What follows belongs to an exercise in optimizing a design on an open flow for small area; a production flow would make more cautious choices. Function was checked by simulation only, so behaviour that the tests miss may differ from the original. Power and IR drop assume default switching activity.

==> flow/design.v <==
`timescale 1ns / 1ps
module board(
    input clk,
    input rst,
    input [11:0] passSW,
    input T1btn,
    input T0btn,
    input Cbtn,
    output bnkLED,
    output t1LED,
    output t0LED,
    input counterSW,
    input bankSW,
    input chPASS,
    output a,
    output b,
    output c,
    output d,
    output e,
    output f,
    output g,
    output an0,
    output an1,
    output an2,
    output an3,
    output Wait
    );
  reg n0, n1, nc, T0btn_c, T1btn_c, Cbtn_c;
  reg s0, s1, sc, p0, p1, pc;
  always @(posedge clk or posedge rst)
    if (rst) begin
      n0 <= 1'b0; n1 <= 1'b0; nc <= 1'b0;
    end else begin
      n0 <= T0btn; n1 <= T1btn; nc <= Cbtn;
    end
  always @(posedge clk) begin
    s0 <= n0; s1 <= n1; sc <= nc;
    p0 <= s0; p1 <= s1; pc <= sc;
    T0btn_c <= s0 & ~p0; T1btn_c <= s1 & ~p1; Cbtn_c <= sc & ~pc;
  end
  reg bankLed, T0led, T1led, WaitR, waitswho;
  reg [11:0] passT0, passT1;
  reg [7:0] C, O, totalCus;
  reg last1, trig;
  assign bnkLED = bankLed;
  assign t0LED = T0led;
  assign t1LED = T1led;
  assign Wait = WaitR;
  wire [2:0] operation = {bankSW, counterSW, chPASS};
  wire anyWaiting = (totalCus != C);
  wire readyForClose = (~(T1led | T0led) & ~anyWaiting) | ~bankLed;
  wire notRdyCls = ~readyForClose & bankSW;
  wire eq0 = (passSW == passT0);
  wire eq1 = (passSW == passT1);
  wire callEn = (operation == 3'b000) & anyWaiting;
  wire call0 = callEn & T0btn_c & T0led;
  wire call1 = callEn & ~(T0btn_c & T0led) & T1btn_c & T1led;
  wire callAny = call0 | call1;
  wire swap = call1 ? ~last1 : last1;    
  always @(posedge clk or posedge rst)
    if (rst) C <= 8'd0;
    else C <= C + {7'd0, callAny};
  always @(posedge clk)
    if (rst | (callAny & swap)) O <= C;
  always @(posedge clk or posedge rst)
    if (rst) last1 <= 1'b0;
    else if (callAny) last1 <= call1;
  always @(posedge clk or posedge rst)
    if (rst) begin
      bankLed <= 1'b0;
      T0led <= 1'b0;
      T1led <= 1'b0;
      WaitR <= 1'b0;
    end else
      case (operation)
        3'b100:
          if (readyForClose) begin
            if (WaitR) begin
              if (waitswho ? (eq1 & T1btn_c) : (eq0 & T0btn_c)) begin
                bankLed <= ~bankLed;
                WaitR <= 1'b0;
              end
            end else if ((eq0 & T0btn_c) | (eq1 & T1btn_c)) WaitR <= 1'b1;
          end
        3'b010:
          if (eq0 & T0btn_c) T0led <= ~T0led;
          else if (eq1 & T1btn_c) T1led <= ~T1led;
        3'b001:
          if (WaitR) begin
          end else if ((eq0 & T0btn_c) | (eq1 & T1btn_c)) WaitR <= 1'b1;
        default: WaitR <= 1'b0;
      endcase
  wire chWait = (operation == 3'b001) & WaitR;
  wire [11:0] passIn = passSW & {12{~rst}};
  always @(posedge clk) begin
    if (rst | (chWait & ~waitswho & T0btn_c)) passT0 <= passIn;
    if (rst | (chWait & waitswho & T1btn_c)) passT1 <= passIn;
  end
  always @(posedge clk)
    if (~WaitR) begin
      if (operation == 3'b100 & readyForClose) begin
        if (eq0 & T0btn_c) waitswho <= 1'b1;
        else if (eq1 & T1btn_c) waitswho <= 1'b0;
      end else if (operation == 3'b001) begin
        if (eq0 & T0btn_c) waitswho <= 1'b0;
        else if (eq1 & T1btn_c) waitswho <= 1'b1;
      end
    end
  always @(posedge clk) begin
    totalCus <= bankLed ? totalCus + {7'd0, Cbtn_c} : 8'd0;
    trig <= bankLed & Cbtn_c;
  end
  wire queueActive, blinkOff;
  queueTimer qt(.clk(clk), .rst(rst), .trig(trig), .queueActive(queueActive), .blinkOff(blinkOff));
  ssdDrive disp(.clk(clk), .rst(rst), .bankLed(bankLed), .blinkOff(blinkOff),
    .queueActive(queueActive), .notRdyCls(notRdyCls), .totalCus(totalCus),
    .C(C), .O(O), .last1(last1),
    .a(a), .b(b), .c(c), .d(d), .e(e), .f(f), .g(g),
    .an0(an0), .an1(an1), .an2(an2), .an3(an3));
endmodule
module queueTimer(clk, rst, trig, queueActive, blinkOff);
  parameter [14:0] S1 = 15'h5003, Z = 15'h2801;    
  parameter [14:0] SQ = 15'h0010;                  
  parameter [14:0] SE3 = 15'h0002, SE4 = 15'h0001;  
  input clk, rst, trig;
  output queueActive, blinkOff;
  reg [14:0] B;
  reg [1:0] P, st;
  reg L, cR, qR;
  assign queueActive = cR;
  assign blinkOff = st[0];
  wire bQ = (B == SQ);
  wire qsig = qR & bQ;                                           
  wire csig = cR & (P == 2'd3) & (L ? (B == SE4) : (B == SE3));   
  wire cont = cR | (qR & (st != 2'd2));      
  always @(posedge clk or posedge rst)
    if (rst) begin
      st <= 2'd0;
      cR <= 1'b0;
      qR <= 1'b0;
    end else begin
      st <= (st == 2'd3) ? 2'd0 : st + {1'b0, qsig};
      if (csig) cR <= 1'b0;
      else if (trig) cR <= 1'b1;
      if (qsig) qR <= (st != 2'd2);
      else if (trig) qR <= 1'b1;
    end
  always @(posedge clk) begin
    if (trig) begin
      B <= qsig ? Z : S1;
      P <= 2'd0;
      L <= qsig;
    end else if (bQ) begin
      B <= cont ? Z : 15'd0;
      P <= P + 2'd1;
    end else if (csig) begin
      B <= 15'd0;
    end else begin
      B <= {B[13:0], B[14] ^ B[13]};
    end
  end
endmodule
module ssdDrive(clk, rst, bankLed, blinkOff, queueActive, notRdyCls, totalCus,
  C, O, last1, a, b, c, d, e, f, g, an0, an1, an2, an3);
  input clk, rst, bankLed, blinkOff, queueActive, notRdyCls, last1;
  input [7:0] totalCus, C, O;
  output a, b, c, d, e, f, g, an0, an1, an2, an3;
  localparam BL = 5'b10001, LL = 5'b10000, RR = 5'b11010;
  reg [4:0] k;
  reg [3:0] anr;     
  wire [3:0] h = ~anr;   
  reg [4:0] code;
  wire adv = (k == 5'd29);
  wire [3:0] hn = {h[2], h[1], h[0], ~(h[0] | h[1] | h[2])};
  wire [3:0] S = rst ? 4'd0 : (adv ? hn : h);    
  wire lo = S[0] | S[2];
  wire right = S[0] | S[1];
  wire [3:0] tN = lo ? totalCus[3:0] : totalCus[7:4];
  wire [3:0] cN = lo ? C[3:0] : C[7:4];
  wire [3:0] oN = lo ? O[3:0] : O[7:4];
  wire useO = ~right ^ last1;
  wire showTot = right & (queueActive | notRdyCls);
  wire subC = right & ~queueActive & notRdyCls;
  wire bin = subC & ~lo & (totalCus[3:0] < C[3:0]);
  wire [3:0] p1 = showTot ? tN : (useO ? oN : cN);
  wire [3:0] p2 = subC ? cN : 4'd0;
  wire [3:0] numv = p1 - p2 - {3'd0, bin};
  wire [4:0] num = {1'b0, numv};
  reg [4:0] sel;
  always @(*) begin
    if (S == 4'd0) sel = BL;
    else if (!bankLed) sel = S[0] ? 5'd13 : S[1] ? 5'd5 : S[2] ? LL : 5'd12;
    else if (blinkOff) sel = BL;
    else if (queueActive) sel = right ? num : BL;
    else if (notRdyCls) sel = right ? num : S[2] ? 5'd12 : RR;
    else sel = num;
  end
  always @(posedge clk) begin
    k <= rst ? 5'd16 : (adv ? 5'd1 : {k[3:0], k[4] ^ k[2]});
    anr <= ~S;
    code <= sel;
  end
  assign {an3, an2, an1, an0} = anr;
  localparam [111:0] HEX = 112'b0111000011000010000100110001110000000010000000100000000000011110100000010010010011000000110001001010011110000001;
  wire [6:0] hx = HEX[code[3:0]*7 +: 7];
  wire [6:0] seg = hx | {{3{code[4]}}, 2'b00, code[4] & code[3], 1'b0};
  assign {g, f, e, d, c, b, a} = seg;
endmodule
export LEC_CHECK = 0
export ABC_AREA = 1
export CAP_MARGIN = 20
export CORE_MARGIN = 2
export CORE_UTILIZATION = 80
export SLEW_MARGIN = 20
create_clock -name core_clock -period 10.0 [get_ports {clk}]
standard.sh (not shown) runs the stock make flow with config.mk's settings and CLKGATE_MAP_FILE= SYNTH_SCRIPT=/design/flow/synth_recipe.tcl, a recipe that flattens the netlist after the stock synthesis.
==> flow/flow/run.sh <==
#!/bin/bash
# Layout flow: the standard synthesis, then the combinational logic is
# re-mapped for area (registers kept as they are), then the standard ORFS
# layout with small port buffers and a clock tree without dummy loads.
set -euo pipefail
W=$(pwd)
F=$W/flow
R=$W/orfs/results/$FLOW_PLATFORM/board/base
L=$W/orfs/logs/$FLOW_PLATFORM/board/base

# 1. standard synthesis
bash standard.sh synth > $W/1_standard_synth.log 2>&1

# 2. area re-mapping of the combinational logic
cp $R/1_2_yosys.v $W/1_2_yosys_standard.v
DU=$(grep -o -- "-dont_use [A-Za-z0-9_]*" $L/1_2_yosys.log | awk '{print $2}' | sort -u | tr '\n' ' ')
REMAP_IN=$W/1_2_yosys_standard.v REMAP_OUT=$W/1_2_yosys_remap.v \
REMAP_LIB=$FLOW_HOME/platforms/$FLOW_PLATFORM/lib/sky130_fd_sc_hd__tt_025C_1v80.lib \
REMAP_ABC=$F/abc REMAP_DONTUSE="$DU" \
  yosys -c $F/remap.tcl > $W/2_remap.log 2>&1
cp $W/1_2_yosys_remap.v $R/1_2_yosys.v
rm -f $R/1_synth.odb $R/1_synth.sdc
bash standard.sh synth > $W/3_synth_odb.log 2>&1

# 3. the rest of the standard layout
export BUFFER_PORTS_ARGS="-buffer_cell sky130_fd_sc_hd__buf_1"
export CTS_ARGS="-sink_clustering_enable -repair_clock_nets -dont_use_dummy_load -buf_list sky130_fd_sc_hd__clkbuf_8 -sink_clustering_size 30 -sink_clustering_max_diameter 100"
bash standard.sh > $W/4_standard_layout.log 2>&1
Other scripts of this flow, unchanged in this note and not shown: flow/flow/abc/d0.abc, flow/flow/abc/d5.abc, flow/flow/abc/e1.abc, flow/flow/abc/e2.abc, flow/flow/abc/e3.abc, flow/flow/abc/e6.abc, flow/flow/abc/e7.abc, flow/flow/remap.tcl
Then changed:
--- a/flow/design.v
+++ b/flow/design.v
@@ -28,17 +28,18 @@
   reg n0, n1, nc, T0btn_c, T1btn_c, Cbtn_c;
   reg s0, s1, sc, p0, p1, pc;
   always @(posedge clk or posedge rst)
     if (rst) begin
       n0 <= 1'b0; n1 <= 1'b0; nc <= 1'b0;
+      T0btn_c <= 1'b0; T1btn_c <= 1'b0; Cbtn_c <= 1'b0;
     end else begin
       n0 <= T0btn; n1 <= T1btn; nc <= Cbtn;
+      T0btn_c <= s0 & ~p0; T1btn_c <= s1 & ~p1; Cbtn_c <= sc & ~pc;
     end
   always @(posedge clk) begin
     s0 <= n0; s1 <= n1; sc <= nc;
     p0 <= s0; p1 <= s1; pc <= sc;
-    T0btn_c <= s0 & ~p0; T1btn_c <= s1 & ~p1; Cbtn_c <= sc & ~pc;
   end
   reg bankLed, T0led, T1led, WaitR, waitswho;
   reg [11:0] passT0, passT1;
   reg [7:0] C, O, totalCus;
   reg last1, trig;
@@ -165,12 +166,11 @@
   input clk, rst, bankLed, blinkOff, queueActive, notRdyCls, last1;
   input [7:0] totalCus, C, O;
   output a, b, c, d, e, f, g, an0, an1, an2, an3;
   localparam BL = 5'b10001, LL = 5'b10000, RR = 5'b11010;
   reg [4:0] k;
-  reg [3:0] anr;     
-  wire [3:0] h = ~anr;   
+  reg [3:0] h;       
   reg [4:0] code;
   wire adv = (k == 5'd29);
   wire [3:0] hn = {h[2], h[1], h[0], ~(h[0] | h[1] | h[2])};
   wire [3:0] S = rst ? 4'd0 : (adv ? hn : h);    
   wire lo = S[0] | S[2];
@@ -195,14 +195,14 @@
     else if (notRdyCls) sel = right ? num : S[2] ? 5'd12 : RR;
     else sel = num;
   end
   always @(posedge clk) begin
     k <= rst ? 5'd16 : (adv ? 5'd1 : {k[3:0], k[4] ^ k[2]});
-    anr <= ~S;
+    h <= S;
     code <= sel;
   end
-  assign {an3, an2, an1, an0} = anr;
+  assign {an3, an2, an1, an0} = ~h;
   localparam [111:0] HEX = 112'b0111000011000010000100110001110000000010000000100000000000011110100000010010010011000000110001001010011110000001;
   wire [6:0] hx = HEX[code[3:0]*7 +: 7];
   wire [6:0] seg = hx | {{3{code[4]}}, 2'b00, code[4] & code[3], 1'b0};
   assign {g, f, e, d, c, b, a} = seg;
 endmodule
The new run finished with timing, DRC and antenna clean.
Fmax increases by 18%.
Synthesized area barely changes.
Cell count decreases by about 0.34%.
Via count hardly moves.
Setup slack improved by 1100 ps.
Combinational power increases by 23%.
Count of clock-buffer cells in the layout does not change.
Final area hardly moves.
Die area stays flat.

========
oak:
// board: RTL as listed in full above, without the edits since
clock: 10.0 ns
lec_check: 0
abc_area: 1
cap_margin: 20
core_margin: 2
core_utilization: 80
slew_margin: 20
Scripts as last shown in full above: flow/flow/run.sh
Other scripts of this flow, unchanged in this note and not shown: flow/flow/abc/b1.abc, flow/flow/abc/c2.abc, flow/flow/abc/c6.abc, flow/flow/abc/c8.abc, flow/flow/abc/d0.abc, flow/flow/abc/d5.abc, flow/flow/abc/e1.abc, flow/flow/abc/e2.abc, flow/flow/abc/e3.abc, flow/flow/abc/e6.abc, flow/flow/abc/e7.abc, flow/flow/abc/f2.abc, flow/flow/abc/f4.abc, flow/flow/abc/f5.abc, flow/flow/abc/f6.abc, flow/flow/abc/f7.abc, flow/flow/remap.tcl
oak finished every step from synthesis to the final layout, and the layout passed the timing, DRC and antenna checks.
Setup changes, oak to pine
--- a/flow/design.v
+++ b/flow/design.v
@@ -36,14 +36,17 @@
   always @(posedge clk) begin
     s0 <= n0; s1 <= n1; sc <= nc;
     p0 <= s0; p1 <= s1; pc <= sc;
     T0btn_c <= s0 & ~p0; T1btn_c <= s1 & ~p1; Cbtn_c <= sc & ~pc;
   end
   reg bankLed, T0led, T1led, WaitR, waitswho;
-  reg [11:0] passT0, passT1;
-  reg [7:0] C, O, totalCus;
+  reg [11:0] passT0n, passT1n;
+  wire [11:0] passT0 = ~passT0n, passT1 = ~passT1n;
+  reg [7:0] Cn, O, totalCusN;    
+  wire [7:0] totalCus = ~totalCusN;
+  wire [7:0] C = ~Cn;
   reg last1, trig;
   assign bnkLED = bankLed;
   assign t0LED = T0led;
   assign t1LED = T1led;
   assign Wait = WaitR;
   wire [2:0] operation = {bankSW, counterSW, chPASS};
@@ -55,14 +58,14 @@
   wire callEn = (operation == 3'b000) & anyWaiting;
   wire call0 = callEn & T0btn_c & T0led;
   wire call1 = callEn & ~(T0btn_c & T0led) & T1btn_c & T1led;
   wire callAny = call0 | call1;
   wire swap = call1 ? ~last1 : last1;    
   always @(posedge clk or posedge rst)
-    if (rst) C <= 8'd0;
-    else C <= C + {7'd0, callAny};
+    if (rst) Cn <= 8'hff;
+    else Cn <= ~(C + {7'd0, callAny});
   always @(posedge clk)
     if (rst | (callAny & swap)) O <= C;
   always @(posedge clk or posedge rst)
     if (rst) last1 <= 1'b0;
     else if (callAny) last1 <= call1;
   always @(posedge clk or posedge rst)
@@ -88,29 +91,29 @@
         3'b001:
           if (WaitR) begin
           end else if ((eq0 & T0btn_c) | (eq1 & T1btn_c)) WaitR <= 1'b1;
         default: WaitR <= 1'b0;
       endcase
   wire chWait = (operation == 3'b001) & WaitR;
-  wire [11:0] passIn = passSW & {12{~rst}};
-  always @(posedge clk) begin
-    if (rst | (chWait & ~waitswho & T0btn_c)) passT0 <= passIn;
-    if (rst | (chWait & waitswho & T1btn_c)) passT1 <= passIn;
+  wire [11:0] passInN = ~(passSW & {12{~rst}});
+  always @(posedge clk) begin
+    if (rst | (chWait & ~waitswho & T0btn_c)) passT0n <= passInN;
+    if (rst | (chWait & waitswho & T1btn_c)) passT1n <= passInN;
   end
   always @(posedge clk)
     if (~WaitR) begin
       if (operation == 3'b100 & readyForClose) begin
         if (eq0 & T0btn_c) waitswho <= 1'b1;
         else if (eq1 & T1btn_c) waitswho <= 1'b0;
       end else if (operation == 3'b001) begin
         if (eq0 & T0btn_c) waitswho <= 1'b0;
         else if (eq1 & T1btn_c) waitswho <= 1'b1;
       end
     end
   always @(posedge clk) begin
-    totalCus <= bankLed ? totalCus + {7'd0, Cbtn_c} : 8'd0;
+    totalCusN <= ~(bankLed ? totalCus + {7'd0, Cbtn_c} : 8'd0);
     trig <= bankLed & Cbtn_c;
   end
   wire queueActive, blinkOff;
   queueTimer qt(.clk(clk), .rst(rst), .trig(trig), .queueActive(queueActive), .blinkOff(blinkOff));
   ssdDrive disp(.clk(clk), .rst(rst), .bankLed(bankLed), .blinkOff(blinkOff),
     .queueActive(queueActive), .notRdyCls(notRdyCls), .totalCus(totalCus),
### Flow results
Cell area | pine vs oak | pine smaller. In the tables for pine and oak, fraction of standard cell area that is sequential reads lower with oak. Compared with oak, in pine share of the clock period used by the worst path moved down; synthesized cell count moved down; area overhead of the layout relative to synthesis level. Against oak, pine comes in about 17% higher on fmax. Reported for pine and oak, count of clock-net buffers in the final layout turned out identical to the last digit. Comparing pine against oak, there is no change at all in remaining antenna violation count. The share of power burned in combinational logic in pine was higher than what oak gave. [diff] final worst clock skew, pine relative to oak: improvement. [compare] base=oak new=pine: transition time at the pin with the least slew margin -72 ps, pin count of the biggest net entering global routing rose 12.

afterwards: timing with drivers on the ports:
In the flow no input, the clock included, has a driving cell. The finished layouts below were timed again as built, in two steps. Step 1 assumes that a clkbuf_16 drives the clock port and a buf_2 every other input. Step 2 times the ports against the registers' clock, not the clock port: input delays grow and output delays shrink by t, the midpoint of the rising clock arrivals with the driver on. Three values: no drivers, after step 1, after step 2; two values: the first two.
| run | t (ns) | setup slack, ns | worst setup path at the end | worst register clock-pin slew, ns | cell pins on the clock port's net |
|---|---|---|---|---|---|
| the first run of note 1 | 0.389 | 2.775 / 2.779 / 2.391 | input to register | 0.10 / 0.10 | 1 |
| the second run of note 1 | 0.400 | 3.852 / 3.859 / 3.459 | input to register | 0.10 / 0.10 | 1 |
| oak | 0.377 | 3.769 / 3.770 / 3.393 | input to register | 0.10 / 0.10 | 1 |
| pine | 0.382 | 4.659 / 4.667 / 4.286 | input to register | 0.10 / 0.10 | 1 |
After both steps every run listed still meets setup and hold. For the second run of note 1, which loses most, drivers alone change the setup slack by +0.007 ns; drivers and shift together by -0.393 ns.
